Source: an optimization exercise on an open RTL-to-GDS flow (aim: small area, a short achievable clock period and few clock cycles). Production flows keep margins and buffers that such runs may drop.
In this exercise RTL edits were held to simulation tests only and were not proved equivalent to the original.
Power is estimated from default activity; no workload was simulated.

File: design/flow/flow/run.sh
#!/bin/bash
# The standard layout, with two changes: synthesis maps the logic with ABC's
# area-oriented &nf mapper (flow/abc.script) instead of ORFS's script, and the
# port buffers are plain buf_1 cells. Everything else, the registers included,
# is the standard synthesis and flow.
set -euo pipefail
work=$PWD
cat > $work/flow_synth.tcl <<EOT
proc abc {args} {
  set i [lsearch -exact \$args -script]
  if {\$i >= 0} { set args [lreplace \$args \$i [expr {\$i + 1}] -script $work/flow/abc.script] }
  yosys abc {*}\$args
}
source $work/synth_recipe.tcl
EOT
bash standard.sh SYNTH_SCRIPT=$work/flow_synth.tcl \
  "BUFFER_PORTS_ARGS=-buffer_cell sky130_fd_sc_hd__buf_1" finish > $work/flow.log 2>&1
File: design/flow/flow/abc.script
&get -n
&dch
&nf -R 1000
&put
File: design/flow/design.v
`timescale 1ns / 1ps
module mul;
endmodule
`timescale 1ns / 1ps
module cuberoot(input [7:0] a_i, input [7:0] b_i, output [2:0] y);
wire n1;
wire n2;
wire n3;
wire n4;
wire n5;
wire n6;
wire n7;
wire n8;
wire n9;
wire n10;
wire n11;
wire n12;
wire n13;
wire n14;
wire n15;
wire n16;
wire n17;
wire n18;
wire n19;
wire n20;
wire n21;
wire n22;
wire n23;
wire n24;
wire n25;
wire n26;
wire n27;
wire n28;
wire n29;
wire n30;
wire n31;
wire n32;
wire n33;
wire n34;
wire n35;
wire n36;
wire n37;
wire n38;
wire n39;
wire n40;
wire n41;
wire n42;
wire n43;
wire n44;
wire n45;
wire n46;
wire n47;
wire n48;
wire n49;
wire n50;
wire n51;
wire n52;
wire n53;
wire n54;
wire n55;
wire n56;
wire n57;
wire n58;
wire n59;
wire n60;
wire n61;
wire n62;
wire n63;
wire n64;
wire n65;
wire n66;
wire n67;
wire n68;
wire n69;
wire n70;
wire n71;
wire n72;
wire n73;
wire n74;
wire n75;
wire n76;
wire n77;
wire n78;
wire n79;
wire n80;
wire n81;
wire n82;
wire n83;
wire n84;
wire n85;
assign n1 = ~b_i[6] & ~b_i[7];
assign n2 = ~a_i[3] & n1;
assign n3 = a_i[4] & ~n2;
assign n4 = a_i[3] & ~n1;
assign n5 = ~b_i[4] & ~b_i[5];
assign n6 = ~b_i[6] & n5;
assign n7 = b_i[6] & ~b_i[7];
assign n8 = ~n6 & ~n7;
assign n9 = a_i[2] & n8;
assign n10 = ~a_i[2] & ~n8;
assign n11 = ~n9 & ~n10;
assign n12 = ~b_i[2] & ~b_i[3];
assign n13 = ~b_i[4] & n12;
assign n14 = ~b_i[5] & b_i[6];
assign n15 = b_i[7] & ~n14;
assign n16 = n13 & ~n15;
assign n17 = ~b_i[5] & ~b_i[7];
assign n18 = ~b_i[6] & b_i[7];
assign n19 = ~n17 & ~n18;
assign n20 = ~n6 & ~n19;
assign n21 = ~n16 & ~n20;
assign n22 = ~a_i[1] & ~n21;
assign n23 = n11 & ~n22;
assign n24 = a_i[1] & n21;
assign n25 = n13 & ~n17;
assign n26 = ~b_i[4] & ~n6;
assign n27 = ~b_i[0] & ~b_i[1];
assign n28 = ~b_i[2] & n27;
assign n29 = ~b_i[3] & n28;
assign n30 = ~n26 & ~n29;
assign n31 = ~n25 & ~n30;
assign n32 = b_i[3] & ~n28;
assign n33 = b_i[5] & ~b_i[6];
assign n34 = ~n14 & ~n33;
assign n35 = ~n13 & n34;
assign n36 = ~n32 & n35;
assign n37 = ~n31 & ~n36;
assign n38 = ~n15 & ~n37;
assign n39 = b_i[6] & ~n29;
assign n40 = ~b_i[4] & ~n32;
assign n41 = ~n39 & n40;
assign n42 = b_i[5] & ~n41;
assign n43 = b_i[7] & ~n5;
assign n44 = ~n42 & n43;
assign n45 = ~n38 & ~n44;
assign n46 = a_i[0] & n45;
assign n47 = ~n24 & ~n46;
assign n48 = n23 & ~n47;
assign n49 = ~n9 & ~n48;
assign n50 = ~n4 & n49;
assign n51 = n3 & ~n50;
assign n52 = ~n11 & ~n24;
assign n53 = ~n48 & ~n52;
assign n54 = ~a_i[0] & ~n45;
assign n55 = ~n23 & n54;
assign n56 = n53 & ~n55;
assign n57 = ~n51 & ~n56;
assign n58 = ~a_i[4] & ~n4;
assign n59 = ~n3 & n49;
assign n60 = ~n58 & ~n59;
assign n61 = a_i[5] & a_i[6];
assign n62 = n60 & n61;
assign n63 = ~n57 & n62;
assign n64 = ~a_i[7] & ~n63;
assign n65 = ~a_i[5] & ~n60;
assign n66 = a_i[6] & a_i[7];
assign n67 = ~n65 & n66;
assign n68 = ~n64 & ~n67;
assign n69 = a_i[5] & n51;
assign n70 = ~a_i[6] & ~a_i[7];
assign y[2] = ~(~n69 & n70);
assign n71 = ~n11 & ~n22;
assign n72 = ~n54 & n71;
assign n73 = ~n53 & ~n72;
assign n74 = n60 & ~n73;
assign n75 = ~a_i[4] & ~a_i[5];
assign n76 = n2 & n75;
assign n77 = n49 & n76;
assign n78 = ~n74 & ~n77;
assign n79 = ~n11 & n22;
assign n80 = n54 & n79;
assign n81 = ~n78 & ~n80;
assign n82 = ~a_i[5] & ~n51;
assign n83 = ~n81 & n82;
assign n84 = ~y[2] & ~n83;
assign y[0] = ~(~n68 & ~n84);
assign n85 = ~y[2] & ~n77;
assign y[1] = ~(~n67 & ~n85);
endmodule
`timescale 1ns / 1ps
module root;
endmodule
`timescale 1ns / 1ps
module lab2(
    input clk_i,
    input rst_i,
    input [7:0] a_i,
    input [7:0] b_i,
    input start_i,
    output wire busy_o,
    output wire [3:0] y_bo
);
wire [2:0] y_next;
reg  [2:0] y;
cuberoot cuberoot_inst (.a_i(a_i), .b_i(b_i), .y(y_next));
assign busy_o = 1'b0;
assign y_bo = {1'b0, y};
always @(posedge clk_i)
    if (start_i && !rst_i)
        y <= y_next;
endmodule
File: design/flow/config.mk
export PLATFORM = sky130hd
export DESIGN_NAME = lab2
export DESIGN_NICKNAME = lab2
export VERILOG_FILES = /design/flow/design.v
export SDC_FILE = /design/flow/constraint.sdc
export NUM_CORES = 4
export LEC_CHECK = 0
export CAP_MARGIN = 20
export CORE_AREA = 2 2 60 60
export DIE_AREA = 0 0 62 62
export SETUP_SLACK_MARGIN = 1.5
export SLEW_MARGIN = 20
File: design/flow/constraint.sdc
create_clock -name core_clock -period 5.0 [get_ports {clk_i}]
set_input_delay 1.0000 -clock core_clock [delete_from_list [all_inputs] [get_ports {clk_i}]]
set_output_delay 1.0000 -clock core_clock [all_outputs]
set_load 0.01 [all_outputs]
File: design/flow/standard.sh
#!/bin/bash
# synth_recipe.tcl (not shown) runs the flow's synth.tcl, then flattens the netlist and writes it again
# the make line also repeats each setting of config.mk as NAME=value (left out here)
make -C /OpenROAD-flow-scripts/flow DESIGN_CONFIG=/design/flow/config.mk WORK_HOME=/design/flow/orfs CLKGATE_MAP_FILE= SYNTH_SCRIPT=/design/flow/synth_recipe.tcl "${@:-finish}"
==> metrics.md, run 1 <==
| Metric | Value |
|---|---|
| Slowest CP cell | or4_1 |
| Vias in the first global route | 442 |
| Yosys top cell area share | 0.224 |
| Worst min-delay path category | in2reg |
| Share of cells above drive strength 1 | 0.0488 |
| HPWL Detailed | around 900 um |
| Final Setup Violations | 0 |
| DRT antenna net count | 0 |
| CP startpoint kind | primary input |
| Vias/cell | between 4 and 5 |
| Primary FF master, synth | edfxtp_1 |
| Most instantiated cells after synthesis | nor2_1, o21ai_0, a21oi_1 |
| Final core utilization | 0.171 |
| Largest net degree at the start of global routing | 8 |
| ANT cells | 0 |
| Final WL | roughly 1.1 mm |
| Async set-or-reset flop fraction in the synthesized netlist | 0 |
| Sequential share of the synthesized area | 0.224 |
| Die W | between 60 and 70 um |
| Synth area leader | edfxtp_1 |
| Final setup TNS | 0 ns |
| Largest regs | y (3) |
| Yosys warns | 1 |
| Synthesis-stage register bit count | 3 |
| CP Data Arrival Time | 3.10 ns |
| Initial DRC count | 35 |
| H-tree Lvls | 1 |
| Num rows | 21 |
| Leakage | roughly 0.18 nW |
| Final count of pins violating max slew | 0 |
| Sink Count | 3 |
| Synthesized instance count | slightly below 60 |
| Peak VDD IR | between 0.03 and 0.04 mV |
| CTS buffer count | 3 |
| Maximum root-to-sink buffer count | 2 |
| Place WS | between 1.5 and 2 ns |
| Pwr per Cell Area | around 200 nW/um^2 |
| Die H | around 62 um |
| Final setup margin | around 1.9 ns |
| Number of synthesized flops with an enable pin | 3 |
| Worst path buffer plus inverter count | 1 |
| Top post-synthesis cells by area | edfxtp_1, o21ai_0, a21oi_1 |
| Count of final hold-check violations | 0 |
| RSZ-0062 raised after global routing | no |
| Via count | slightly above 500 |
| CTS tree | done |
| Starting Density | 0.123 |
| Status | timing/DRC/antenna clean |
| Placeable Area | around 3300 sq um |
| CP endpoint kind | flip-flop |
| Cell Area, Synth | 403 sq um |
| Die area | ~3800 sq um |
| Nets@finish | between 100 and 150 |
| Final period utilization | 0.624 |
| GRT overflow | 0 |
| Cells along the critical path | buf_1 -> or4_1 -> o21ai_0 -> o21ai_0 -> a21oi_1 -> nor2_1 -> a21oi_1 -> nor2_1 -> nor2_1 -> a21oi_1 -> o2111a_1 -> o21ai_0 -> o21ai_0 |
| First-pass GRT wire length | about 1.7 mm |
| Delay-heaviest family, CP | compound AO/OA/AOI/OAI gates |
| CP required | approximately 5 ns |
| Root Buffer | clkbuf_4 |
| Largest stage delay, worst path | between 0.5 and 0.6 ns |
| Tmin final | around 3.1 ns |
| Post-DR wirelength/cell | ~8.7 um |
| Gr usage total | 0.0593 |
| Max-Cap Viols | 0 |
| DRC | 0 |
| Distinct cells, synth | 25 |
| Clk slew on worst S/H paths | 0.04 ns |
| Num ports | 24 |
| Critical path peak fanout | 3 |
| First-pass detailed-route iteration total | 4 |
| Number of fill cells | between 300 and 400 |
| Max reg flops | 3 |
| Largest reg by FF count | y |
| Fmax | ~0.32 GHz |
| Routability congestion estimate | approximately 0.80 |
| Area grow syn2layout | 39.1% |
| Initial antenna violation count | 0 |
| Cell mode on critical path | o21ai_0 |
| I/O Buffers | 21 |
| Worst Path Class, Setup | in2reg |
| Mapped Avg Cell Area | 6.95 sq um |
==> worst paths after layout <==
path / start / to / slack [ns] / cells after the start
setup / recovery: b_i[2] / y[0] / 1.88 / 13
hold / removal: rst_i / y[1] / 1.09 / 2
==> layout by cell type (no fill, tap or decap), drive strengths merged, types with 2 or more instances in the layout <==
| cell | netlist | routed |
|---|---|---|
| buf | 2 | 21 |
| nor2 | 9 | 9 |
| o21ai | 9 | 9 |
| a21oi | 8 | 8 |
| clkbuf | 0 | 4 |
| clkinv | 3 | 3 |
| nand2 | 3 | 3 |
| edfxtp | 3 | 3 |
| nor3 | 2 | 2 |
| or3 | 2 | 2 |
| ha | 2 | 2 |
| conb | 1 | 2 |
==> kinds of logic after synthesis <==
family,synth area share
adder cells (fa/ha/maj),0.0621
flip-flops,0.224
AO/OA/AOI/OAI,0.354
other,0.00931
AND/OR/NAND/NOR,0.286
buffers and inverters,0.0652
==> power breakdown <==
group / switching (mW) / internal, mW / total (mW) / leakage (nW)
clock: 0.0134 / 0.0300 / 0.0433 / 0.0150
sequential: 0.000460 / 0.0303 / 0.0308 / 0.0287
combinational: 0.0240 / 0.0155 / 0.0395 / 0.135
==> per-layer routing <==
metal | up-vias | part of all wire | track usage
li1 | 265 | - | -
met1 | 224 | 0.50 | 0.0855
met2 | 24 | 0.41 | 0.0833
met3 | 3 | 0.072 | 0.00621
met4 | 0 | 0.022 | 0.0365
met5 | - | 0 | 0
==> per-stage QoR <==
step | power (mW) | cells | cell area [sq um] | hold slack [ns]
final | 0.114 | 128 | 561 | 1.09
after global routing | 0.124 | 128 | 561 | 1.15
after CTS | 0.115 | 128 | 554 | 1.10
after detailed placement | 0.0700 | 124 | 528 | 1.34
after global placement | 0.0697 | 124 | 528 | 1.32
after floorplan | 0.0572 | 59 | 407 | 1.20
==> what timing repair did <==
action | in CTS | in global routing
gates resized for setup | 0 | 1
hold buffers | 0 | 0
setup buffers | 0 | 0
endpoints found under the setup margin | 0 | 1
==> area by class of cell <==
cell class | count | area, sq um | share of cell area
inverter | 3 | 11.3 | 0.0201
clock buffer | 4 | 26.3 | 0.0469
multi-input combinational | 51 | 297 | 0.529
tap | 46 | 57.6 | 0.103
sequential | 3 | 90.1 | 0.161
timing repair buffer | 21 | 78.8 | 0.141
Testbench counts, summed over its fixed seeds: cycles 3,200.
==> run 2, diff against run 1 <==
--- a/design/flow/config.mk
+++ b/design/flow/config.mk
@@ -9,4 +9,3 @@
 export CORE_AREA = 2 2 60 60
 export DIE_AREA = 0 0 62 62
-export SETUP_SLACK_MARGIN = 1.5
 export SLEW_MARGIN = 20
==> run 2 against run 1 <==
Against the previous run:
- clock-buffer cell count unchanged
- area after synthesis is the same
- setup slack lost 0.14 ns
- wire length barely moved
- cell count did not move
- final area fell by 1.1%
- flip-flop and latch count did not move
==> metrics.md, run 2 <==
| Metric | Value |
|---|---|
| Max reg flops | 3 |
| I/O Buffers | 21 |
| ANT cells | 0 |
| Largest net degree at the start of global routing | 8 |
| Final Hold Slack | 1.09 ns |
| Die area | roughly 3800 sq um |
| Cells along the critical path | buf_1 -> or4_1 -> o21ai_0 -> o21ai_0 -> a21oi_1 -> nor2_1 -> a21oi_1 -> nor2_1 -> nor2_1 -> nor4b_1 -> a21oi_1 -> a21oi_1 -> nor3_1 -> o21ai_0 |
| Num rows | 21 |
| Leakage | 0.178 nW |
| Top post-synthesis cells by area | edfxtp_1, o21ai_0, a21oi_1 |
| HPWL Detailed | ~920 um |
| H-tree Lvls | 1 |
| Critical path peak fanout | 3 |
| Cell mode on critical path | a21oi_1 |
| Die W | approximately 62 um |
| First-pass GRT wire length | between 1.5 and 2 mm |
| Post-CTS Setup Bufs | 0 |
| Num ports | 24 |
| Worst min-delay path category | in2reg |
| Largest regs | y (3) |
| Count of final hold-check violations | 0 |
| Root Buffer | clkbuf_4 |
| Initial DRC count | 37 |
| Placeable Area | about 3300 sq um |
| Slowest CP cell | or4_1 |
| Pwr per Cell Area | 204 nW/um^2 |
| Primary FF master, synth | edfxtp_1 |
| Gr usage total | 0.0593 |
| Final count of pins violating max slew | 0 |
| Cell Area, Synth | 403 sq um |
| Final period utilization | 0.652 |
| CP Data Arrival Time | roughly 3.3 ns |
| Number of synthesized flops with an enable pin | 3 |
| Synth area leader | edfxtp_1 |
| CTS Hold Buffers Added | 0 |
| CP startpoint kind | primary input |
| Commonest non-fill, non-tap cell in the layout | buf_1 |
| CTS tree | done |
| Mapped Avg Cell Area | 6.95 sq um |
| Share of cells above drive strength 1 | 0.0366 |
| Fmax | ~0.31 GHz |
| GRT overflow | 0 |
| Tot Pwr | approximately 110 uW |
| Sequential share of the synthesized area | 0.224 |
| Worst Path Class, Setup | in2reg |
| Clk slew on worst S/H paths | about 0.04 ns |
| Yosys warns | 1 |
| First-pass detailed-route iteration total | 4 |
| Final instance area | 554 sq um |
| Vias in the first global route | between 400 and 500 |
| Yosys top cell area share | 0.224 |
| Area grow syn2layout | 37.6% |
| Tmin final | between 3 and 4 ns |
| Most instantiated cells after synthesis | nor2_1, o21ai_0, a21oi_1 |
| Commonest cells after routing, fill and taps aside | buf_1, nor2_1, o21ai_0, a21oi_1 |
| DRC | 0 |
| Initial antenna violation count | 0 |
| Synthesis-stage register bit count | 3 |
| Distinct cells, synth | 25 |
| Synthesized instance count | 58 |
| Max-Cap Viols | 0 |
| CP endpoint kind | flip-flop |
| CTS buffer count | 3 |
| Sink Count | 3 |
| Dpl cell area | approximately 530 sq um |
| Post-DR wirelength/cell | a little under 9 um |
| Delay-heaviest family, CP | simple AND/OR/NAND/NOR gates |
| Largest stage delay, worst path | ~0.54 ns |
| Routability congestion estimate | ~0.8 |
| RSZ-0062 raised after global routing | no |
| Largest reg by FF count | y |
| Worst path buffer plus inverter count | 1 |
| Peak VDD IR | approximately 0.035 mV |
| CP required | a little over 5 ns |
| Final setup TNS | 0 ns |
| DRT antenna net count | 0 |
| Post-cts resize count | 0 |
| Nets@finish | about 100 |
| Vias/cell | between 4 and 5 |
| Async set-or-reset flop fraction in the synthesized netlist | 0 |
| Starting Density | 0.123 |
| Maximum root-to-sink buffer count | 2 |
| Via count | 515 |
| Status | timing/DRC/antenna clean |
| Die H | between 60 and 70 um |
| Final Setup Violations | 0 |
| Final WL | about 1.1 mm |
-- run 2: cell counts after synthesis --
Identical to the previous run, type by type.
-- run 2: final timing paths --
check,start,to,slack [ns],cells past startpoint
worst min-delay path,rst_i,y[1],1.09,2
worst max-delay path,b_i[2],y[0],1.74,14
-- run 2: per-stage QoR --
stage / worst slack, ns / utilization / std cells
final: 1.74 / 0.169 / 128
after global routing: 1.46 / 0.169 / 128
after CTS: 1.75 / 0.169 / 128
after detailed placement: 1.56 / 0.161 / 124
after global placement: 1.62 / 0.161 / 124
after floorplan: 1.95 / - / 59
-- run 2: final cells by class --
type | count | area (sq um)
sequential | 3 | 90.1
inverter | 3 | 11.3
fill | 389 | 2730
timing repair buffer | 21 | 78.8
clock buffer | 4 | 26.3
multi-input combinational | 51 | 290
tap | 46 | 57.6
-- run 2: cell families (layout without fill, tap and decap cells) --
| logic type | Yosys count | in the layout | share of synthesized area |
|---|---|---|---|
| simple gates | 23 | 23 | 0.286 |
| buf+inv | 5 | 28 | 0.0652 |
| flops | 3 | 3 | 0.224 |
| fa+ha+maj | 2 | 2 | 0.0621 |
| compound gates | 24 | 24 | 0.354 |
| other cells | 1 | 2 | 0.00931 |
-- run 2: where the power goes --
part           switching (mW)  internal, mW  leakage (nW)  total, mW
logic                  0.0237        0.0154         0.134     0.0391
clock network          0.0134        0.0300        0.0150     0.0433
registers            0.000460        0.0303        0.0287     0.0308
total                  0.0375        0.0757         0.178      0.113
-- run 2: layer usage --
metal  share of wire  up-vias  GRT usage  routed length, um
met5               0        -          0                  0
met4           0.022        0     0.0365                 25
met3           0.082        3    0.00621                 91
met2            0.41       27     0.0833                453
met1            0.49      222     0.0855                545
li1                -      263          -                  -
==> run 3, diff against run 2 <==
--- a/design/flow/config.mk
+++ b/design/flow/config.mk
@@ -9,3 +9,4 @@
 export CORE_AREA = 2 2 60 60
 export DIE_AREA = 0 0 62 62
+export SETUP_SLACK_MARGIN = 3.0
 export SLEW_MARGIN = 20
==> run 3 against run 2 <==
Against the previous run:
- area after synthesis stayed put
- largest power group is now combinational cells
- sequential share of layout area decreased by 1.5 points
- fmax rose by 11%
- setup slack better by 0.33 ns
- synthesized cell count unchanged
- wire length rose by 0.99%
- clock-buffer cell count stayed put
==> metrics.md, run 3 <==
| Metric | Value |
|---|---|
| Max-Cap Viols | 0 |
| DRT antenna net count | 0 |
| Final setup TNS | 0 ns |
| Top post-synthesis cells by area | edfxtp_1, o21ai_0, a21oi_1 |
| Largest regs | y (3) |
| Pwr per Cell Area | between 150 and 200 nW/um^2 |
| First-pass detailed-route iteration total | 4 |
| Starting Density | 0.123 |
| CTS tree | done |
| Synthesis-stage register bit count | 3 |
| Die W | between 60 and 70 um |
| Die area | 3840 sq um |
| Commonest cells after routing, fill and taps aside | buf_1, nor2_1, a21oi_1, o21ai_1, o21ai_0 |
| Initial DRC count | 16 |
| RSZ-0062 raised after global routing | yes |
| Max reg flops | 3 |
| Root Buffer | clkbuf_4 |
| Primary FF master, synth | edfxtp_1 |
| Area grow syn2layout | 51.2% |
| CP required | around 5 ns |
| Critical path peak fanout | 3 |
| Share of cells above drive strength 1 | 0.179 |
| Count of final hold-check violations | 0 |
| DRC | 0 |
| Status | timing/DRC/antenna clean |
| Cells along the critical path | buf_6 -> or4_4 -> o21ai_1 -> o21ai_1 -> a21oi_1 -> nor2_1 -> buf_4 -> buf_4 -> nor2_1 -> a21oi_1 -> o2111a_1 -> o21ai_1 -> o21ai_1 |
| I/O Buffers | 21 |
| ANT cells | 0 |
| Cell Area, Synth | 403 sq um |
| Largest stage delay, worst path | between 0.5 and 0.6 ns |
| Initial antenna violation count | 0 |
| Routability congestion estimate | ~0.79 |
| Final WL | between 1 and 1.5 mm |
| Die H | ~62 um |
| Sink Count | 3 |
| Tmin final | about 3 ns |
| Peak VDD IR | about 0.037 mV |
| Hold path startpoint | rst_i |
| Distinct cells, synth | 25 |
| Delay-heaviest family, CP | compound AO/OA/AOI/OAI gates |
| Largest net degree at the start of global routing | 8 |
| Vias in the first global route | 411 |
| GR Layer Usage met1 | 0.0767 |
| Worst min-delay path category | in2reg |
| Via count | 527 |
| Worst hold endpoint | y[2] |
| Met3 usage | 0.0166 |
| Yosys top cell area share | 0.224 |
| Leakage | roughly 0.20 nW |
| Vias/cell | slightly above 4 |
| CP endpoint kind | flip-flop |
| Most instantiated cells after synthesis | nor2_1, o21ai_0, a21oi_1 |
| Placeable Area | 3280 sq um |
| Worst path buffer plus inverter count | 3 |
| Gr usage total | 0.0618 |
| Yosys warns | 1 |
| Clk slew on worst S/H paths | approximately 0.04 ns |
| Number of synthesized flops with an enable pin | 3 |
| Nets@finish | roughly 110 |
| Synthesized instance count | 58 |
| Slowest CP cell | or4_4 |
| CTS buffer count | 3 |
| Final period utilization | 0.586 |
| First-pass GRT wire length | 1.70 mm |
| Cell mode on critical path | o21ai_1 |
| Worst Hold Path Cells | 2 |
| H-tree Lvls | 1 |
| Largest reg by FF count | y |
| GRT overflow | 0 |
| Final Setup Violations | 0 |
| GR peak layer | met2 |
| Dpl cell area | 549 sq um |
| CP Data Arrival Time | 2.91 ns |
| Synth area leader | edfxtp_1 |
| Post-DR wirelength/cell | a little under 9 um |
| Num ports | 24 |
| Mapped Avg Cell Area | 6.95 sq um |
| Fmax | ~0.34 GHz |
| Maximum root-to-sink buffer count | 2 |
| HPWL Detailed | ~920 um |
| Num rows | 21 |
| Commonest non-fill, non-tap cell in the layout | buf_1 |
| Async set-or-reset flop fraction in the synthesized netlist | 0 |
| GR met2 Demand/Resource | 0.0908 |
| Final count of pins violating max slew | 0 |
| Final instance area | 609 sq um |
| Worst Path Class, Setup | in2reg |
| CP startpoint kind | primary input |
| Sequential share of the synthesized area | 0.224 |
run 3: final cells by class:
class	instances	area, sq um
fillers	376	2680
clock buffers	4	26.3
repair buffers	23	103
well taps	46	57.6
flip-flops and latches	3	90.1
inverters	3	11.3
multi-input cells	51	322
run 3: timing repair:
action                                  4_1_cts  5_1_grt
resized for setup                             3        4
setup buffers                                 2        0
endpoints found under the setup margin        3        3
hold buffers                                  0        0
pin swaps                                     4        4
run 3: cell families after synthesis:
kind of cell	after synthesis	synth area share
AOI/OAI and AO/OA	24	0.354
adders and majority gates	2	0.0621
buffers and inverters	5	0.0652
DFF	3	0.224
other	1	0.00931
and+or+nand+nor	23	0.286
run 3: worst max path at each step:
stage	from	to	slack, ns	depth (start not counted)
2_1_floorplan	b_i[2]	y[0]	2.06	12
3_3_place_gp	b_i[2]	y[0]	1.78	14
3_5_place_dp	b_i[2]	y[0]	1.80	14
4_1_cts	b_i[2]	y[0]	2.07	14
5_1_grt	b_i[2]	y[0]	1.90	14
6_report	b_i[2]	y[0]	2.07	13
run 3: routing by layer:
metal	vias to the layer above	wire, um
met4	0	0
met2	18	540
li1	270	-
met3	0	107
met1	239	479
met5	-	0
run 3: where the power goes:
part           switching [mW]  total, mW  internal [mW]
clock                  0.0133     0.0432         0.0300
sequential           0.000349     0.0306         0.0303
combinational          0.0270     0.0474         0.0203
total                  0.0406      0.121         0.0806
run 3: stage by stage:
stage	hold WS [ns]	setup WS, ns	std cells	utilization	power [mW]
6_report	1.10	2.07	130	0.186	0.121
5_1_grt	1.12	1.90	130	0.186	0.132
4_1_cts	1.10	2.07	130	0.182	0.122
3_5_place_dp	1.34	1.80	124	0.167	0.0730
3_3_place_gp	1.32	1.78	124	0.167	0.0730
2_1_floorplan	1.21	2.06	59	-	0.0599
==> run 4, diff against run 3 <==
==> design/flow/flow/abc.script (replaced) <==
&get -n
&dch
&nf -R 1000
&put
topo
upsize
dnsize
--- a/design/flow/config.mk
+++ b/design/flow/config.mk
@@ -9,4 +9,4 @@
 export CORE_AREA = 2 2 60 60
 export DIE_AREA = 0 0 62 62
-export SETUP_SLACK_MARGIN = 3.0
+export SETUP_SLACK_MARGIN = 1.5
 export SLEW_MARGIN = 20
==> run 4 against run 3 <==
Against the previous run:
- non-clock buffer count decreased by 2
- sequential share of layout area increased by 0.97 points
- flip-flop and latch count unchanged
- clock-buffer cell count unchanged
- synthesized cell count unchanged
- largest power group is now clock
==> metrics.md, run 4 <==
| Metric | Value |
|---|---|
| Status | timing/DRC/antenna clean |
| CTS tree | done |
| Die H | roughly 62 um |
| Initial antenna violation count | 0 |
| Largest reg by FF count | y |
| Leakage | 0.189 nW |
| Count of final hold-check violations | 0 |
| Number of fill cells | approximately 380 |
| Worst Path Class, Setup | in2reg |
| Distinct cells, synth | 30 |
| DRT antenna net count | 0 |
| Yosys top cell area share | 0.214 |
| RSZ-0062 raised after global routing | no |
| Die W | between 60 and 70 um |
| Peak VDD IR | 0.0420 mV |
| CTS buffer count | 3 |
| Synthesized instance count | between 50 and 60 |
| Worst min-delay path category | in2reg |
| CP required | between 4 and 5 ns |
| Mapped Avg Cell Area | ~7.2 sq um |
| Initial DRC count | 24 |
| Synthesis-stage register bit count | 3 |
| Cell Area, Synth | around 420 sq um |
| Root Buffer | clkbuf_4 |
| DRC | 0 |
| Routability congestion estimate | 0.720 |
| CP Data Arrival Time | slightly below 3 ns |
| H-tree Lvls | 1 |
| Most instantiated cells after synthesis | nor2_1, a21oi_1, o21ai_0 |
| I/O Buffers | 21 |
| Max-Cap Viols | 0 |
| CTS Hold Buffers Added | 0 |
| Commonest non-fill, non-tap cell in the layout | buf_1 |
| Number of synthesized flops with an enable pin | 3 |
| Post-CTS Setup Bufs | 0 |
| Num ports | 24 |
| Max reg flops | 3 |
| Final period utilization | 0.586 |
| Gr usage total | 0.0580 |
| Pwr per Cell Area | about 200 nW/um^2 |
| Final count of pins violating max slew | 0 |
| Via count | between 400 and 500 |
| First-pass detailed-route iteration total | 4 |
| CP startpoint kind | primary input |
| Fmax | roughly 0.34 GHz |
| Clk slew on worst S/H paths | approximately 0.04 ns |
| Num rows | 21 |
| HPWL Detailed | ~920 um |
| Most common cell in the netlist | nor2_1 |
| Vias/cell | just under 4 |
| Largest net degree at the start of global routing | 8 |
| Async set-or-reset flop fraction in the synthesized netlist | 0 |
| ANT cells | 0 |
| Vias in the first global route | 426 |
| Post-cts resize count | 0 |
| Final WL | between 1 and 1.5 mm |
| Sink Count | 3 |
| Final setup TNS | 0 ns |
| Final instance area | 572 sq um |
| CP endpoint kind | flip-flop |
| Primary FF master, synth | edfxtp_1 |
| Synth area leader | edfxtp_1 |
| Final Setup Violations | 0 |
| Critical path peak fanout | 3 |
| Largest regs | y (3) |
| Top post-synthesis cells by area | edfxtp_1, a21oi_1, nor2_1 |
| Area grow syn2layout | 36.0% |
| First-pass GRT wire length | about 1.7 mm |
| Die area | 3840 sq um |
| Maximum root-to-sink buffer count | 2 |
| Dpl cell area | about 550 sq um |
| Tmin final | approximately 3 ns |
| Post-DR wirelength/cell | 8.19 um |
| Nets@finish | around 100 |
| Sequential share of the synthesized area | 0.214 |
| Commonest cells after routing, fill and taps aside | buf_1, nor2_1, a21oi_1, o21ai_0, o21ai_1 |
| Placeable Area | roughly 3300 sq um |
| Share of cells above drive strength 1 | 0.0976 |
| Yosys warns | 1 |
| Starting Density | 0.128 |
| GRT overflow | 0 |
-- run 4: routing by layer --
metal / track usage / vias up / part of all wire
met5: 0 / - / 0
met4: 0.0274 / 0 / 0.0048
met3: 0.0166 / 2 / 0.084
met2: 0.0938 / 22 / 0.46
met1: 0.0705 / 207 / 0.45
li1: - / 263 / -
-- run 4: report_power, final --
part	switching (mW)	leakage [nW]	internal, mW	total [mW]
registers	0.000405	0.0287	0.0303	0.0307
logic	0.0248	0.146	0.0170	0.0418
clock network	0.0124	0.0150	0.0299	0.0423
-- run 4: cell type report --
cell class | instances | area, sq um | share of cell area
multi-input cells | 51 | 308 | 0.538
inverters | 3 | 11.3 | 0.0197
well taps | 46 | 57.6 | 0.101
repair buffers | 21 | 78.8 | 0.138
flip-flops and latches | 3 | 90.1 | 0.158
clock buffers | 4 | 26.3 | 0.0460
-- run 4: final timing paths --
kind	slack, ns	from	endpoint	depth (start not counted)
max	2.07	b_i[2]	y[0]	13
min	1.09	rst_i	y[1]	2
-- run 4: critical path, cell delays in order --
cell and delay [ns]:
buf_1 0.09, or4_1 0.54, o21ai_0 0.09, o21ai_1 0.09, a21oi_1 0.15, nor2_1 0.09
a21oi_2 0.15, nor2_1 0.08, nor2_4 0.09, a21oi_1 0.10, o2111a_1 0.27, o21ai_1 0.10
o21ai_1 0.07
-- run 4: kinds of logic after synthesis --
kind of cell,count (synthesis),share of synthesized area
compound gates,24,0.348
buf+inv,5,0.0625
other cells,1,0.00892
flops,3,0.214
simple gates,23,0.307
fa+ha+maj,2,0.0595
-- run 4: per-stage QoR --
step           power (mW)  worst slack (ns)  cells  hold slack [ns]   util
2_1_floorplan      0.0602              2.06     59             1.21      -
3_5_place_dp       0.0730              1.81    124             1.33  0.166
4_1_cts             0.117              2.05    128             1.09  0.174
3_3_place_gp       0.0730              1.81    124             1.32  0.166
6_report            0.115              2.07    128             1.09  0.174
5_1_grt             0.126              1.79    128             1.12  0.174
==> run 5, diff against run 4 <==
==> design/flow/flow/abc.script (replaced) <==
dch
map
topo
upsize
dnsize
==> run 5 against run 4 <==
Against the previous run:
- the run now fails in synthesis
==> metrics.md, run 5 <==
| Metric | Value |
|---|---|
| Status | aborted with a tool error |
| Yosys warns | 1 |
| Last stage | synthesis |
| Tool error | ERROR: ABC script did not complete successfully |
==> run 6, diff against run 5 <==
==> design/flow/flow/abc.script (replaced) <==
&get -n
&dch
&nf -R 40
&put
==> run 6 against run 5 <==
Against the previous run:
- now clean on timing, DRC and antenna
==> metrics.md, run 6 <==
| Metric | Value |
|---|---|
| Largest reg by FF count | y |
| Post-DR wirelength/cell | 8.88 um |
| Area grow syn2layout | 36.3% |
| Num rows | 21 |
| H-tree Lvls | 1 |
| Final Setup Violations | 0 |
| CP required | approximately 5 ns |
| Placeable Area | 3280 sq um |
| Number of fill cells | 381 |
| Tot Pwr | about 120 uW |
| Area occupied by multi-input gates | 304 sq um |
| Die W | 62 um |
| DRT antenna net count | 0 |
| Slowest CP cell | ha_1 |
| Routability congestion estimate | slightly below 0.8 |
| Mapped Avg Cell Area | between 7 and 8 sq um |
| GRT overflow | 0 |
| Top post-synthesis cells by area | edfxtp_1, a21oi_1, o21ai_0 |
| Yosys top cell area share | 0.216 |
| Initial DRC count | 32 |
| Die area | 3840 sq um |
| Yosys warns | 1 |
| Synthesized instance count | 55 |
| Cells along the critical path | buf_1 -> clkinv_1 -> ha_1 -> o31ai_1 -> o221ai_1 -> a22oi_1 -> a22oi_1 -> nor2_1 -> or2_0 -> a21oi_1 -> o2111a_1 -> o21ai_0 -> o21ai_0 |
| Share of cells above drive strength 1 | 0.0380 |
| Maximum root-to-sink buffer count | 2 |
| CTS Hold Buffers Added | 0 |
| Sequential Power Share | 0.266 |
| HPWL Detailed | about 900 um |
| DRC | 0 |
| Primary FF master, synth | edfxtp_1 |
| Switching Share | 0.333 |
| Pwr per Cell Area | ~200 nW/um^2 |
| Root Buffer | clkbuf_4 |
| Tmin final | between 3 and 4 ns |
| Gr usage total | 0.0627 |
| Max-Cap Viols | 0 |
| Number of synthesized flops with an enable pin | 3 |
| Worst min-delay path category | in2reg |
| Switch Pwr | approximately 38 uW |
| Final count of pins violating max slew | 0 |
| Async set-or-reset flop fraction in the synthesized netlist | 0 |
| Distinct cells, synth | 25 |
| Largest net degree at the start of global routing | 8 |
| Clk slew on worst S/H paths | 0.04 ns |
| Leakage | 0.174 nW |
| CTS buffer count | 3 |
| First-pass detailed-route iteration total | 4 |
| First-pass GRT wire length | 1.79 mm |
| Initial antenna violation count | 0 |
| Commonest non-fill, non-tap cell in the layout | buf_1 |
| Most instantiated cells after synthesis | a21oi_1, nor2_1, o21ai_0 |
| Synthesis-stage register bit count | 3 |
| Sequential share of the synthesized area | 0.216 |
| Peak VDD IR | 0.0398 mV |
| CP Data Arrival Time | 3.09 ns |
| Final WL | between 1 and 1.5 mm |
| RSZ-0062 raised after global routing | no |
| Final period utilization | 0.622 |
| Largest stage delay, worst path | ~0.3 ns |
| ANT cells | 0 |
| Sink Count | 3 |
| Status | timing/DRC/antenna clean |
| Internal power | a little under 80 uW |
| Post-cts resize count | 0 |
| Cell Area, Synth | 417 sq um |
| I/O Buffers | 21 |
| Num ports | 24 |
| CTS tree | done |
| Vias/cell | between 3 and 4 |
| Clock share of power | 0.374 |
| CP endpoint kind | flip-flop |
| Fmax | approximately 0.32 GHz |
| Vias in the first global route | ~470 |
| Via count | around 500 |
| Starting Density | 0.127 |
| Seq. cell area | roughly 90 sq um |
| Commonest cells after routing, fill and taps aside | buf_1, nor2_1, a21oi_1, o21ai_0, nor3_1 |
| Nets@finish | around 100 |
| Die H | slightly above 60 um |
| Final setup TNS | 0 ns |
| Comb power frac | 0.361 |
| Post-CTS Setup Bufs | 0 |
| Critical path peak fanout | 6 |
| Synth area leader | edfxtp_1 |
| Count of final hold-check violations | 0 |
| Largest regs | y (3) |
| CP startpoint kind | primary input |
| Worst Path Class, Setup | in2reg |
| Max reg flops | 3 |
==> run 6: per-stage QoR <==
stage / hold slack (ns) / worst slack, ns / std cells / cell area, sq um / util
5_1_grt: 1.09 / 1.59 / 125 / 568 / 0.173
3_3_place_gp: 1.32 / 1.69 / 121 / 542 / 0.165
6_report: 1.08 / 1.89 / 125 / 568 / 0.173
3_5_place_dp: 1.32 / 1.68 / 121 / 542 / 0.165
4_1_cts: 1.07 / 1.91 / 125 / 568 / 0.173
2_1_floorplan: 1.20 / 2.15 / 56 / 420 / -
==> run 6: layout make-up <==
cell class | instances | share of cell area
multi-input cells | 48 | 0.535
flip-flops and latches | 3 | 0.159
repair buffers | 21 | 0.139
well taps | 46 | 0.101
clock buffers | 4 | 0.0463
inverters | 3 | 0.0198
==> run 6: power by group through the flow <==
stage	sequential (mW)	combinational (mW)	clock [mW]
after floorplan	0.0322	0.0262	0
after global placement	0.0310	0.0409	0
after detailed placement	0.0311	0.0410	0
after CTS	0.0307	0.0415	0.0455
after global routing	0.0311	0.0476	0.0473
final	0.0307	0.0417	0.0431
==> run 6: worst paths after layout <==
kind,start,endpoint,cells after the start
hold / removal,rst_i,y[2],2
setup / recovery,b_i[5],y[0],13
==> run 6: logic make-up (layout without fill, tap and decap cells) <==
| group | after synthesis | in the layout | share of synthesized area |
|---|---|---|---|
| DFF | 3 | 3 | 0.216 |
| adders and majority gates | 2 | 2 | 0.0601 |
| buffers and inverters | 5 | 28 | 0.0631 |
| other | 1 | 2 | 0.00900 |
| and+or+nand+nor | 18 | 18 | 0.225 |
| AOI/OAI and AO/OA | 26 | 26 | 0.426 |
==> run 6: worst max-delay path: cells and delay by family <==
family,cells,cell delay [ns]
buffers and inverters,2,0.32
adder cells (fa/ha/maj),1,0.30
AND/OR/NAND/NOR,2,0.33
AO/OA/AOI/OAI,8,1.14
==> run 6: metal layers <==
layer	up-vias	global-route usage	wire (um)
li1	267	-	-
met1	198	0.0804	549
met2	23	0.0893	446
met3	0	0.0166	113
met4	0	0.0456	0
met5	-	0	0
==> run 7, diff against run 6 <==
==> design/flow/flow/abc.script (replaced) <==
&get -n
&dch
&nf -R 1000
&put
--- a/design/flow/config.mk
+++ b/design/flow/config.mk
@@ -9,4 +9,4 @@
 export CORE_AREA = 2 2 60 60
 export DIE_AREA = 0 0 62 62
-export SETUP_SLACK_MARGIN = 1.5
+export SETUP_SLACK_MARGIN = 1.0
 export SLEW_MARGIN = 20
==> run 7 against run 6 <==
Against the previous run:
- combinational power decreased by 6.2%
- clock power about the same
- final area decreased by 2.4%
- non-clock buffer count unchanged
- global-route usage decreased by 0.34 points
- area after synthesis decreased by 3.3%
- flip-flop and latch count unchanged
- sequential share of layout area increased by 0.39 points
- utilization decreased by 0.42 points
- largest cell class unchanged
- highest routed layer is now met4
==> metrics.md, run 7 <==
| Metric | Value |
|---|---|
| Cell Area, Synth | a little over 400 sq um |
| Max-Cap Viols | 0 |
| HPWL Detailed | ~900 um |
| Share of cells above drive strength 1 | 0.0366 |
| RSZ-0062 raised after global routing | no |
| Largest regs | y (3) |
| I/O Buffers | 21 |
| Final WL | ~1.1 mm |
| ANT cells | 0 |
| Count of final hold-check violations | 0 |
| Final core utilization | 0.169 |
| Num ports | 24 |
| Primary FF master, synth | edfxtp_1 |
| Post-cts resize count | 0 |
| Post-CTS Setup Bufs | 0 |
| Status | timing/DRC/antenna clean |
| Sequential share of the synthesized area | 0.224 |
| Number of fill cells | 389 |
| Post-DR wirelength/cell | between 8 and 9 um |
| CP Data Arrival Time | approximately 3.3 ns |
| Clk slew on worst S/H paths | about 0.04 ns |
| Root Buffer | clkbuf_4 |
| Synth area leader | edfxtp_1 |
| Num rows | 21 |
| Distinct cells, synth | 25 |
| CTS tree | done |
| Critical path peak fanout | 3 |
| Final Setup Violations | 0 |
| CP Capture Point | y[0] |
| Initial antenna violation count | 0 |
| Initial DRC count | 37 |
| Die W | roughly 62 um |
| Synthesis-stage register bit count | 3 |
| Vias/cell | 4.02 |
| First-pass detailed-route iteration total | 4 |
| Area grow syn2layout | 37.6% |
| Dpl cell area | between 500 and 600 sq um |
| Final period utilization | 0.652 |
| Final instance area | roughly 550 sq um |
| Placeable Area | 3280 sq um |
| Gr usage total | 0.0593 |
| Starting Density | 0.123 |
| Final setup TNS | 0 ns |
| CP required | between 5 and 6 ns |
| Largest net degree at the start of global routing | 8 |
| CP startpoint | b_i[2] |
| Fmax | 0.307 GHz |
| Async set-or-reset flop fraction in the synthesized netlist | 0 |
| Most instantiated cells after synthesis | nor2_1, o21ai_0, a21oi_1 |
| Top post-synthesis cells by area | edfxtp_1, o21ai_0, a21oi_1 |
| H-tree Lvls | 1 |
| Die H | 62 um |
| Nets@finish | 104 |
| Peak VDD IR | ~0.035 mV |
| Final count of pins violating max slew | 0 |
| Worst Path Class, Setup | in2reg |
| Sink Count | 3 |
| Worst min-delay path category | in2reg |
| Vias in the first global route | ~440 |
| GRT overflow | 0 |
| Maximum root-to-sink buffer count | 2 |
| Tmin final | around 3.3 ns |
| CP endpoint kind | flip-flop |
| Leakage | about 0.18 nW |
| CTS Hold Buffers Added | 0 |
| DRT antenna net count | 0 |
| Mapped Avg Cell Area | 6.95 sq um |
| Pwr per Cell Area | about 200 nW/um^2 |
| Number of synthesized flops with an enable pin | 3 |
| Die area | 3840 sq um |
| Largest reg by FF count | y |
| Synthesized instance count | 58 |
| Via count | ~520 |
| CTS buffer count | 3 |
| Max reg flops | 3 |
| Commonest cells after routing, fill and taps aside | buf_1, nor2_1, o21ai_0, a21oi_1 |
| Commonest non-fill, non-tap cell in the layout | buf_1 |
| First-pass GRT wire length | 1.70 mm |
| Yosys warns | 1 |
| DRC | 0 |
| CP startpoint kind | primary input |
| Routability congestion estimate | 0.801 |
| Yosys top cell area share | 0.224 |
## run 7: changes by cell type in the layout (fill, tap and decap cells not counted), moves of 2 or more
cell and delta:
nor2_1 +3, o21ai_0 +3, a21oi_1 +2, a22oi_1 -2, nand2_1 +2, nor3_1 -2
o31ai_1 -2
## run 7: logic make-up (layout without fill, tap and decap cells)
kind of cell | after synthesis | count (layout) | synth area share
AOI/OAI and AO/OA | 24 | 24 | 0.354
and+or+nand+nor | 23 | 23 | 0.286
buffers and inverters | 5 | 28 | 0.0652
DFF | 3 | 3 | 0.224
adders and majority gates | 2 | 2 | 0.0621
other | 1 | 2 | 0.00931
## run 7: power by group
part	total [mW]	internal, mW	switching [mW]
Sequential	0.0308	0.0303	0.000460
Clock	0.0433	0.0300	0.0134
Combinational	0.0391	0.0154	0.0237
## run 7: layout make-up
cell class / count / area, sq um / share of cell area
Inverter: 3 / 11.3 / 0.0203
Clock buffer: 4 / 26.3 / 0.0474
Sequential cell: 3 / 90.1 / 0.163
Multi-Input combinational cell: 51 / 290 / 0.524
Timing Repair Buffer: 21 / 78.8 / 0.142
Tap cell: 46 / 57.6 / 0.104
## run 7: metrics by stage
step / total power [mW] / setup WS [ns] / std cells / hold slack (ns)
after detailed placement: 0.0700 / 1.56 / 124 / 1.34
after global placement: 0.0697 / 1.62 / 124 / 1.32
after CTS: 0.115 / 1.75 / 128 / 1.10
final: 0.113 / 1.74 / 128 / 1.09
after floorplan: 0.0572 / 1.95 / 59 / 1.20
after global routing: 0.124 / 1.46 / 128 / 1.15
## run 7: worst max-delay path: stages
cell     delay, ns
buf_1         0.09
or4_1         0.54
o21ai_0       0.09
o21ai_0       0.12
a21oi_1       0.16
nor2_1        0.08
a21oi_1       0.19
nor2_1        0.07
nor2_1        0.14
nor4b_1       0.42
a21oi_1       0.09
a21oi_1       0.14
nor3_1        0.06
o21ai_0       0.16
## run 7: layer usage
layer | GRT usage | part of all wire | vias up
met5 | 0 | 0 | -
met4 | 0.0365 | 0.022 | 0
met3 | 0.00621 | 0.082 | 3
met2 | 0.0833 | 0.41 | 27
met1 | 0.0855 | 0.49 | 222
li1 | - | - | 263
## run 7: worst min path at each step
stage | depth (start not counted) | slack, ns | end | from
2_1_floorplan | 1 | 1.20 | y[2] | a_i[7]
3_3_place_gp | 2 | 1.32 | y[0] | rst_i
3_5_place_dp | 2 | 1.34 | y[2] | rst_i
4_1_cts | 2 | 1.10 | y[1] | rst_i
5_1_grt | 2 | 1.15 | y[1] | rst_i
6_report | 2 | 1.09 | y[1] | rst_i
==> run 8, diff against run 7 <==
==> design/flow/flow/abc.script (replaced) <==
&get -n
&dch
&nf -R 1000
&put
topo
upsize
dnsize
upsize
dnsize
--- a/design/flow/config.mk
+++ b/design/flow/config.mk
@@ -9,4 +9,4 @@
 export CORE_AREA = 2 2 60 60
 export DIE_AREA = 0 0 62 62
-export SETUP_SLACK_MARGIN = 1.0
+export SETUP_SLACK_MARGIN = 1.5
 export SLEW_MARGIN = 20
==> run 8 against run 7 <==
Against the previous run:
- largest power group unchanged
- via count decreased by 4.1%
- utilization increased by 0.53 points
- global-route usage decreased by 0.13 points
==> metrics.md, run 8 <==
| Metric | Value |
|---|---|
| Cell mode on critical path | o21ai_1 |
| Number of fill cells | between 300 and 400 |
| Yosys top cell area share | 0.214 |
| Starting Density | 0.128 |
| Die area | just under 4000 sq um |
| Final setup TNS | 0 ns |
| CP Data Arrival Time | 2.91 ns |
| I/O Buffers | 21 |
| Synthesis-stage register bit count | 3 |
| Clk slew on worst S/H paths | roughly 0.040 ns |
| Worst Hold Path Cells | 2 |
| Initial DRC count | 24 |
| Worst Path Class, Setup | in2reg |
| Final Setup Violations | 0 |
| Mapped Avg Cell Area | 7.25 sq um |
| Pwr per Cell Area | between 200 and 250 nW/um^2 |
| Max-Cap Viols | 0 |
| Status | timing/DRC/antenna clean |
| H-tree Lvls | 1 |
| CP endpoint kind | flip-flop |
| Worst min-delay path category | in2reg |
| Largest regs | y (3) |
| Commonest cells after routing, fill and taps aside | buf_1, nor2_1, a21oi_1, o21ai_0, o21ai_1 |
| Number of synthesized flops with an enable pin | 3 |
| Post-DR wirelength/cell | 8.19 um |
| Tmin final | 2.93 ns |
| Final WL | roughly 1.0 mm |
| RSZ-0062 raised after global routing | no |
| Cells along the critical path | buf_1 -> or4_1 -> o21ai_0 -> o21ai_1 -> a21oi_1 -> nor2_1 -> a21oi_2 -> nor2_1 -> nor2_4 -> a21oi_1 -> o2111a_1 -> o21ai_1 -> o21ai_1 |
| Hold path startpoint | rst_i |
| Slowest CP cell | or4_1 |
| DRC | 0 |
| HPWL Detailed | roughly 920 um |
| CP required | ~5.0 ns |
| Leakage | approximately 0.19 nW |
| Sequential share of the synthesized area | 0.214 |
| GRT overflow | 0 |
| CTS tree | done |
| CTS buffer count | 3 |
| Die W | 62 um |
| Critical path peak fanout | 3 |
| Largest net degree at the start of global routing | 8 |
| Nets@finish | 104 |
| Count of final hold-check violations | 0 |
| Delay-heaviest family, CP | compound AO/OA/AOI/OAI gates |
| Most instantiated cells after synthesis | nor2_1, a21oi_1, o21ai_0 |
| Via count | around 490 |
| ANT cells | 0 |
| Routability congestion estimate | about 0.72 |
| Worst hold endpoint | y[1] |
| CP startpoint | b_i[2] |
| Primary FF master, synth | edfxtp_1 |
| Seq. cell area | 90.1 sq um |
| First-pass GRT wire length | 1.68 mm |
| Root Buffer | clkbuf_4 |
| Commonest non-fill, non-tap cell in the layout | buf_1 |
| Fmax | 0.341 GHz |
| Synth area leader | edfxtp_1 |
| Share of cells above drive strength 1 | 0.0976 |
| Area occupied by multi-input gates | 308 sq um |
| First-pass detailed-route iteration total | 4 |
| Die H | between 60 and 70 um |
| CP startpoint kind | primary input |
| Placeable Area | between 3000 and 4000 sq um |
| Yosys warns | 1 |
| Async set-or-reset flop fraction in the synthesized netlist | 0 |
| Max reg flops | 3 |
| Top post-synthesis cells by area | edfxtp_1, a21oi_1, nor2_1 |
| Peak VDD IR | between 0.04 and 0.05 mV |
| Distinct cells, synth | 30 |
| Vias in the first global route | about 430 |
| Num ports | 24 |
| Cell Area, Synth | around 420 sq um |
| CTS Hold Buffers Added | 0 |
| Most common cell in the netlist | nor2_1 |
| Placed insts | around 120 |
| Largest reg by FF count | y |
| Synthesized instance count | 58 |
| Gr usage total | 0.0580 |
| Final period utilization | 0.586 |
| Maximum root-to-sink buffer count | 2 |
| Post-cts resize count | 0 |
| Fin cells | between 100 and 150 |
| Largest stage delay, worst path | about 0.54 ns |
| Num rows | 21 |
| DRT antenna net count | 0 |
| Vias/cell | ~3.9 |
| Sink Count | 3 |
| Post-CTS Setup Bufs | 0 |
| Worst path buffer plus inverter count | 1 |
| Area grow syn2layout | 36.0% |
| Final count of pins violating max slew | 0 |
| Initial antenna violation count | 0 |
## run 8: where the power goes
part | switching [mW] | leakage, nW | internal [mW] | total (mW)
sequential | 0.000405 | 0.0287 | 0.0303 | 0.0307
combinational | 0.0248 | 0.146 | 0.0170 | 0.0418
clock | 0.0124 | 0.0150 | 0.0299 | 0.0423
## run 8: metrics by stage
step	worst slack, ns	utilization	cell area [sq um]	power [mW]	hold slack (ns)
2_1_floorplan	2.06	-	424	0.0602	1.21
3_3_place_gp	1.81	0.166	546	0.0730	1.32
3_5_place_dp	1.81	0.166	546	0.0730	1.33
4_1_cts	2.05	0.174	572	0.117	1.09
5_1_grt	1.79	0.174	572	0.126	1.12
6_report	2.07	0.174	572	0.115	1.09
## run 8: how the worst max path moves through the flow
| stage | endpoint | cells past startpoint |
|---|---|---|
| finish | y[0] | 13 |
| global route | y[0] | 14 |
| CTS | y[0] | 13 |
| detailed placement | y[0] | 13 |
| global placement | y[0] | 13 |
| floorplan | y[0] | 12 |
## run 8: cells by family (layout without fill, tap and decap cells)
| family | Yosys count | in the layout | share of synthesized area |
|---|---|---|---|
| DFF | 3 | 3 | 0.214 |
| buffers and inverters | 5 | 28 | 0.0625 |
| adders and majority gates | 2 | 2 | 0.0595 |
| other | 1 | 2 | 0.00892 |
| and+or+nand+nor | 23 | 23 | 0.307 |
| AOI/OAI and AO/OA | 24 | 24 | 0.348 |
## run 8: area by class of cell
cell class              count  share of cell area
multi-input cells          51               0.538
flip-flops and latches      3               0.158
repair buffers             21               0.138
well taps                  46               0.101
clock buffers               4              0.0460
inverters                   3              0.0197
## run 8: routing by layer
layer / wire length [um] / track usage
met1: 474 / 0.0705
met2: 480 / 0.0938
met3: 88 / 0.0166
met4: 5 / 0.0274
met5: 0 / 0
==> run 9, diff against run 8 <==
==> design/flow/flow/abc.script (replaced) <==
&get -n
&dch
&nf -R 1000
&put
topo
buffer -c
upsize
dnsize
==> run 9 against run 8 <==
Against the previous run:
- still clean
- via count increased by 0.61%
- sequential share of layout area increased by 0.14 points
- global-route usage about the same
- clock power increased by 3%
- setup slack got worse by 0.062 ns
- cell count unchanged
- hold slack got worse by 0.012 ns
- combinational power decreased by 3%
- fmax decreased by 2.1%
- critical path type unchanged
- largest cell class unchanged
==> metrics.md, run 9 <==
| Metric | Value |
|---|---|
| CTS tree | done |
| Initial DRC count | 9 |
| Num rows | 21 |
| Num ports | 24 |
| Vias/cell | between 3 and 4 |
| Largest reg by FF count | y |
| Switch Pwr | 37.9 uW |
| I/O Buffers | 21 |
| Number of synthesized flops with an enable pin | 3 |
| Starting Density | 0.126 |
| Worst hold endpoint | y[1] |
| Max reg flops | 3 |
| GRT overflow | 0 |
| CP endpoint kind | flip-flop |
| Largest regs | y (3) |
| Distinct cells, synth | 28 |
| Top post-synthesis cells by area | edfxtp_1, a21oi_1, o21ai_0 |
| Cell Area, Synth | roughly 420 sq um |
| Clock share of power | 0.379 |
| Sink Count | 3 |
| CP startpoint kind | primary input |
| Count of final hold-check violations | 0 |
| Final core utilization | 0.173 |
| Status | timing/DRC/antenna clean |
| Synthesized instance count | between 50 and 60 |
| Final Hold Slack | ~1.1 ns |
| DRC | 0 |
| CP required | 4.98 ns |
| Sequential Power Share | 0.268 |
| Worst path buffer plus inverter count | 1 |
| Leakage | 0.193 nW |
| Post-DR wirelength/cell | approximately 8.3 um |
| Clk slew on worst S/H paths | around 0.04 ns |
| Die H | between 60 and 70 um |
| First-pass GRT wire length | about 1.7 mm |
| Mapped Avg Cell Area | around 7 sq um |
| Worst Hold Path Cells | 2 |
| Yosys warns | 1 |
| Via count | between 400 and 500 |
| CTS buffer count | 3 |
| Number of fill cells | ~390 |
| Worst Path Class, Setup | in2reg |
| Final Setup Violations | 0 |
| Switching Share | 0.331 |
| Max-Cap Viols | 0 |
| RSZ-0062 raised after global routing | no |
| Post-cts resize count | 0 |
| Maximum root-to-sink buffer count | 2 |
| Commonest non-fill, non-tap cell in the layout | buf_1 |
| Nets@finish | 104 |
| Internal power | 76.7 uW |
| Final WL | 1.06 mm |
| Worst min-delay path category | in2reg |
| Gr usage total | 0.0584 |
| Fmax | 0.334 GHz |
| ANT cells | 0 |
| Pwr per Cell Area | 202 nW/um^2 |
| Synth area leader | edfxtp_1 |
| Root Buffer | clkbuf_4 |
| Die W | just over 60 um |
| DRT antenna net count | 0 |
| Peak VDD IR | approximately 0.045 mV |
| Synthesis-stage register bit count | 3 |
| Delay-heaviest family, CP | compound AO/OA/AOI/OAI gates |
| CP Data Arrival Time | around 3.0 ns |
| Commonest cells after routing, fill and taps aside | buf_1, nor2_1, a21oi_1, o21ai_0 |
| Most instantiated cells after synthesis | nor2_1, a21oi_1, o21ai_0 |
| Die area | 3840 sq um |
| Critical path peak fanout | 3 |
| Vias in the first global route | 430 |
| H-tree Lvls | 1 |
| Share of cells above drive strength 1 | 0.0854 |
| Slowest CP cell | or4_1 |
| Yosys top cell area share | 0.217 |
| Hold path startpoint | rst_i |
| Final period utilization | 0.598 |
| First-pass detailed-route iteration total | 4 |
| HPWL Detailed | 905 um |
| Cells along the critical path | buf_1 -> or4_1 -> o21ai_0 -> o21ai_1 -> a21oi_1 -> nor2_1 -> a21oi_2 -> nor2_1 -> nor2_2 -> a21oi_1 -> o2111a_1 -> o21ai_0 -> o21ai_1 |
| Area grow syn2layout | 36.4% |
| Largest net degree at the start of global routing | 8 |
| Sequential share of the synthesized area | 0.217 |
| Tot Pwr | around 110 uW |
| Initial antenna violation count | 0 |
| Final instance area | about 570 sq um |
| Dpl cell area | between 500 and 600 sq um |
| Post-CTS Setup Bufs | 0 |
| Largest stage delay, worst path | 0.54 ns |
| Placeable Area | around 3300 sq um |
| Most common cell in the netlist | nor2_1 |
| Routability congestion estimate | ~0.79 |
| Tmin final | about 3.0 ns |
| Final count of pins violating max slew | 0 |
| CTS Hold Buffers Added | 0 |
| Primary FF master, synth | edfxtp_1 |
| Comb power frac | 0.353 |
| Final setup TNS | 0 ns |
| Async set-or-reset flop fraction in the synthesized netlist | 0 |
==> run 9: worst max-delay path by stage <==
stage          slack (ns)  endpoint  cells past startpoint  startpoint
4_1_cts              2.02      y[0]                     13      b_i[2]
6_report             2.01      y[0]                     13      b_i[2]
3_5_place_dp         1.78      y[0]                     13      b_i[2]
2_1_floorplan        2.03      y[0]                     12      b_i[2]
3_3_place_gp         1.79      y[0]                     13      b_i[2]
5_1_grt              1.84      y[0]                     14      b_i[2]
==> run 9: stage by stage <==
stage                     std cells  setup slack (ns)
after floorplan                  59              2.03
after global placement          124              1.79
after detailed placement        124              1.78
after CTS                       128              2.02
after global routing            128              1.84
final                           128              2.01
==> run 9: layer usage <==
metal / global-route usage / up-vias / share of wire
met4: 0.0365 / 0 / 0.024
li1: - / 265 / -
met5: 0 / - / 0
met3: 0.0104 / 3 / 0.089
met1: 0.0742 / 210 / 0.44
met2: 0.0908 / 19 / 0.44
==> run 9: final cells by class <==
type / count / area (sq um) / share of cell area
inverters: 3 / 11.3 / 0.0199
well taps: 46 / 57.6 / 0.102
clock buffers: 4 / 26.3 / 0.0464
multi-input cells: 51 / 303 / 0.534
repair buffers: 21 / 78.8 / 0.139
flip-flops and latches: 3 / 90.1 / 0.159
==> run 9: logic make-up (layout without fill, tap and decap cells) <==
kind of cell / after synthesis / count (layout) / share of synthesized area
AOI/OAI and AO/OA: 24 / 24 / 0.352
and+or+nand+nor: 23 / 23 / 0.298
buffers and inverters: 5 / 28 / 0.0632
DFF: 3 / 3 / 0.217
adders and majority gates: 2 / 2 / 0.0602
other: 1 / 2 / 0.00903
==> run 9: power by group through the flow <==
stage	clock, mW	sequential [mW]	combinational (mW)
detailed placement	0	0.0310	0.0405
finish	0.0435	0.0307	0.0405
global route	0.0469	0.0309	0.0473
global placement	0	0.0310	0.0403
CTS	0.0456	0.0306	0.0408
floorplan	0	0.0322	0.0268
==> run 10, diff against run 9 <==
==> design/flow/flow/abc.script (replaced) <==
strash
dch
map
topo
upsize
dnsize
==> run 10 against run 9 <==
Against the previous run:
- fmax is 12% higher
- clock-buffer cell count stayed put
- critical path depth is 3 lower
- synthesized cell count is 45% higher
- non-clock buffer count stayed put
- combinational power is 43% higher
- die area stayed put
- total power is 13% higher
- critical endpoint is now y[1]
- highest routed layer is now met3
==> metrics.md, run 10 <==
| Metric | Value |
|---|---|
| Max reg flops | 3 |
| Seq. cell area | 90.1 sq um |
| CTS tree | done |
| Worst hold endpoint | y[1] |
| Async set-or-reset flop fraction in the synthesized netlist | 0 |
| Pwr per Cell Area | between 150 and 200 nW/um^2 |
| Post-CTS Setup Bufs | 0 |
| Switching Share | 0.361 |
| Clock share of power | 0.317 |
| Root Buffer | clkbuf_4 |
| Commonest non-fill, non-tap cell in the layout | buf_1 |
| ANT cells | 0 |
| GR met2 Demand/Resource | 0.116 |
| CP required | approximately 5 ns |
| Placed insts | 150 |
| CTS Hold Buffers Added | 0 |
| H-tree Lvls | 1 |
| DRT antenna net count | 0 |
| Cells along the critical path | buf_1 -> clkinv_2 -> ha_1 -> o21ai_1 -> nand3_1 -> nand2_1 -> nand2_1 -> o211ai_2 -> a31oi_2 -> a31o_2 |
| Num ports | 24 |
| Post-cts resize count | 0 |
| Largest net degree at the start of global routing | 7 |
| Hold path startpoint | rst_i |
| First-pass detailed-route iteration total | 4 |
| Initial DRC count | 4 |
| Vias/cell | 4.07 |
| Yosys top cell area share | 0.160 |
| Starting Density | 0.171 |
| Synthesis-stage register bit count | 3 |
| Primary FF master, synth | edfxtp_1 |
| Final count of pins violating max slew | 0 |
| Die area | 3840 sq um |
| Gr usage total | 0.0674 |
| Initial antenna violation count | 0 |
| Die W | 62 um |
| Routability congestion estimate | 0.775 |
| Worst Path Class, Setup | in2reg |
| Sequential share of the synthesized area | 0.160 |
| Number of fill cells | just under 400 |
| GR Layer Usage met1 | 0.0870 |
| Top post-synthesis cells by area | edfxtp_1, clkinv_1, nand2_1 |
| Dpl cell area | ~700 sq um |
| Post-DR wirelength/cell | approximately 8 um |
| Leakage | 0.257 nW |
| CP endpoint kind | flip-flop |
| Final core utilization | 0.217 |
| Cell mode on critical path | nand2_1 |
| GR peak layer | met2 |
| Critical path peak fanout | 5 |
| Clk slew on worst S/H paths | approximately 0.030 ns |
| HPWL Detailed | 1.14 mm |
| Placeable Area | 3280 sq um |
| Tot Pwr | ~130 uW |
| Count of final hold-check violations | 0 |
| Area occupied by multi-input gates | around 400 sq um |
| Comb power frac | 0.446 |
| Tmin final | 2.67 ns |
| Num rows | 21 |
| First-pass GRT wire length | slightly below 2 mm |
| DRC | 0 |
| Max-Cap Viols | 0 |
| Share of cells above drive strength 1 | 0.148 |
| Final setup TNS | 0 ns |
| Number of synthesized flops with an enable pin | 3 |
| Maximum root-to-sink buffer count | 2 |
| Peak VDD IR | around 0.038 mV |
| Slowest CP cell | a31o_2 |
| CP Data Arrival Time | between 2 and 3 ns |
| Via count | 627 |
| Nets@finish | between 100 and 150 |
| Distinct cells, synth | 32 |
| CP startpoint kind | primary input |
| Fin cells | between 150 and 200 |
| Commonest cells after routing, fill and taps aside | buf_1, clkinv_1, nand2_1, nor2_1, a21oi_1 |
| GRT overflow | 0 |
| Area grow syn2layout | 26.9% |
| Worst Hold Path Cells | 2 |
| Met3 usage | 0.0104 |
| Final Setup Violations | 0 |
| Switch Pwr | 46.8 uW |
| Mapped Avg Cell Area | 6.69 sq um |
| Sink Count | 3 |
| Vias in the first global route | 501 |
| I/O Buffers | 21 |
| Largest regs | y (3) |
| Most instantiated cells after synthesis | clkinv_1, nand2_1, nor2_1 |
| Final instance area | 713 sq um |
| Synthesized instance count | 84 |
| Delay-heaviest family, CP | compound AO/OA/AOI/OAI gates |
| Status | timing/DRC/antenna clean |
| CTS buffer count | 3 |
| RSZ-0062 raised after global routing | no |
| Fmax | roughly 0.37 GHz |
| Worst path depth | 10 |
| Final WL | 1.25 mm |
| Yosys warns | 1 |
| Final period utilization | 0.534 |
| Sequential Power Share | 0.236 |
| Die H | between 60 and 70 um |
| Internal power | a little over 80 uW |
| Largest stage delay, worst path | 0.25 ns |
| Worst min-delay path category | in2reg |
| Largest reg by FF count | y |
| Cell Area, Synth | about 560 sq um |
| Worst path buffer plus inverter count | 2 |
| Synth area leader | edfxtp_1 |
[run 10: changes by cell type after synthesis, moves of 2 or more]
cell | before | now
clkinv_1 | 0 | 13
nand2_1 | 3 | 13
o21ai_0 | 6 | 0
nand3_1 | 1 | 6
inv_1 | 3 | 0
inv_2 | 0 | 2
o211ai_2 | 0 | 2
o21ai_1 | 3 | 1
o21bai_1 | 0 | 2
o22ai_1 | 1 | 3
or3_1 | 2 | 0
[run 10: worst max-delay path by stage]
stage                start   end  slack, ns
global placement    b_i[5]  y[1]       2.12
detailed placement  b_i[5]  y[1]       2.11
floorplan           b_i[6]  y[1]       2.43
global route        b_i[5]  y[0]       2.18
finish              b_i[5]  y[1]       2.33
CTS                 b_i[5]  y[1]       2.35
[run 10: logic make-up (layout without fill, tap and decap cells)]
| family | Yosys count | after routing | synth area share |
|---|---|---|---|
| AO/OA/AOI/OAI | 24 | 24 | 0.345 |
| AND/OR/NAND/NOR | 36 | 36 | 0.307 |
| flip-flops | 3 | 3 | 0.160 |
| adder cells (fa/ha/maj) | 2 | 2 | 0.0445 |
| buffers and inverters | 18 | 41 | 0.136 |
| other | 1 | 2 | 0.00668 |
[run 10: layout make-up]
class                      instances  area share
multi-input combinational         64       0.560
sequential                         3       0.126
timing repair buffer              21       0.111
inverter                          16      0.0860
tap                               46      0.0807
clock buffer                       4      0.0368
[run 10: through the flow]
stage | setup slack, ns | hold WS [ns]
final | 2.33 | 1.08
after global routing | 2.18 | 1.08
after CTS | 2.35 | 1.08
after detailed placement | 2.11 | 1.32
after global placement | 2.12 | 1.32
after floorplan | 2.43 | 1.18
[run 10: power groups by stage]
stage / registers [mW] / clock network [mW] / logic, mW
detailed placement: 0.0310 / 0 / 0.0583
global placement: 0.0310 / 0 / 0.0580
CTS: 0.0307 / 0.0431 / 0.0585
finish: 0.0307 / 0.0412 / 0.0579
floorplan: 0.0322 / 0 / 0.0422
global route: 0.0308 / 0.0463 / 0.0652
[run 10: routing by layer]
layer  routed length [um]  up-vias
met5                    0        -
met4                    0        0
met3                   34        0
met2                  666        9
met1                  553      276
li1                     -      342

==> re-timing with driven ports <==
In the flow no input, the clock included, has a driving cell. The finished layouts below were timed again as built, in two steps.
Step 1 sets driving cells, clkbuf_16 on the clock port and buf_2 on the other inputs (assumed; they add their load-dependent delay and slew).
Step 2, shift: input delay + t, output delay - t, t = (earliest + latest rising clock arrival at the registers) / 2. This alone moves slack from input paths to output paths.
Slacks: no drivers / after step 1 / after step 2; pairs: no drivers / after step 1.
run | t, ns | setup slack, ns | slew at the worst register clock pin (ns) | worst data-port slew with drivers (ns)
run 1 | 0.253 | 1.880 / 1.876 / 1.623 | 0.04 / 0.04 | 0.04
run 2 | 0.253 | 1.742 / 1.738 / 1.485 | 0.04 / 0.04 | 0.04
run 3 | 0.249 | 2.071 / 2.055 / 1.806 | 0.04 / 0.04 | 0.04
run 4 | 0.246 | 2.070 / 2.066 / 1.819 | 0.04 / 0.04 | 0.03
run 6 | 0.248 | 1.888 / 1.877 / 1.628 | 0.04 / 0.04 | 0.03
run 7 | 0.253 | 1.742 / 1.738 / 1.485 | 0.04 / 0.04 | 0.04
run 8 | 0.246 | 2.070 / 2.066 / 1.819 | 0.04 / 0.04 | 0.03
run 9 | 0.252 | 2.008 / 2.002 / 1.751 | 0.04 / 0.04 | 0.04
run 10 | 0.241 | 2.331 / 2.321 / 2.080 | 0.03 / 0.03 | 0.03
After both steps every run listed still meets setup and hold. The setup slack of run 3, which loses most, moves by -0.016 ns with the drivers and by -0.265 ns with both steps.
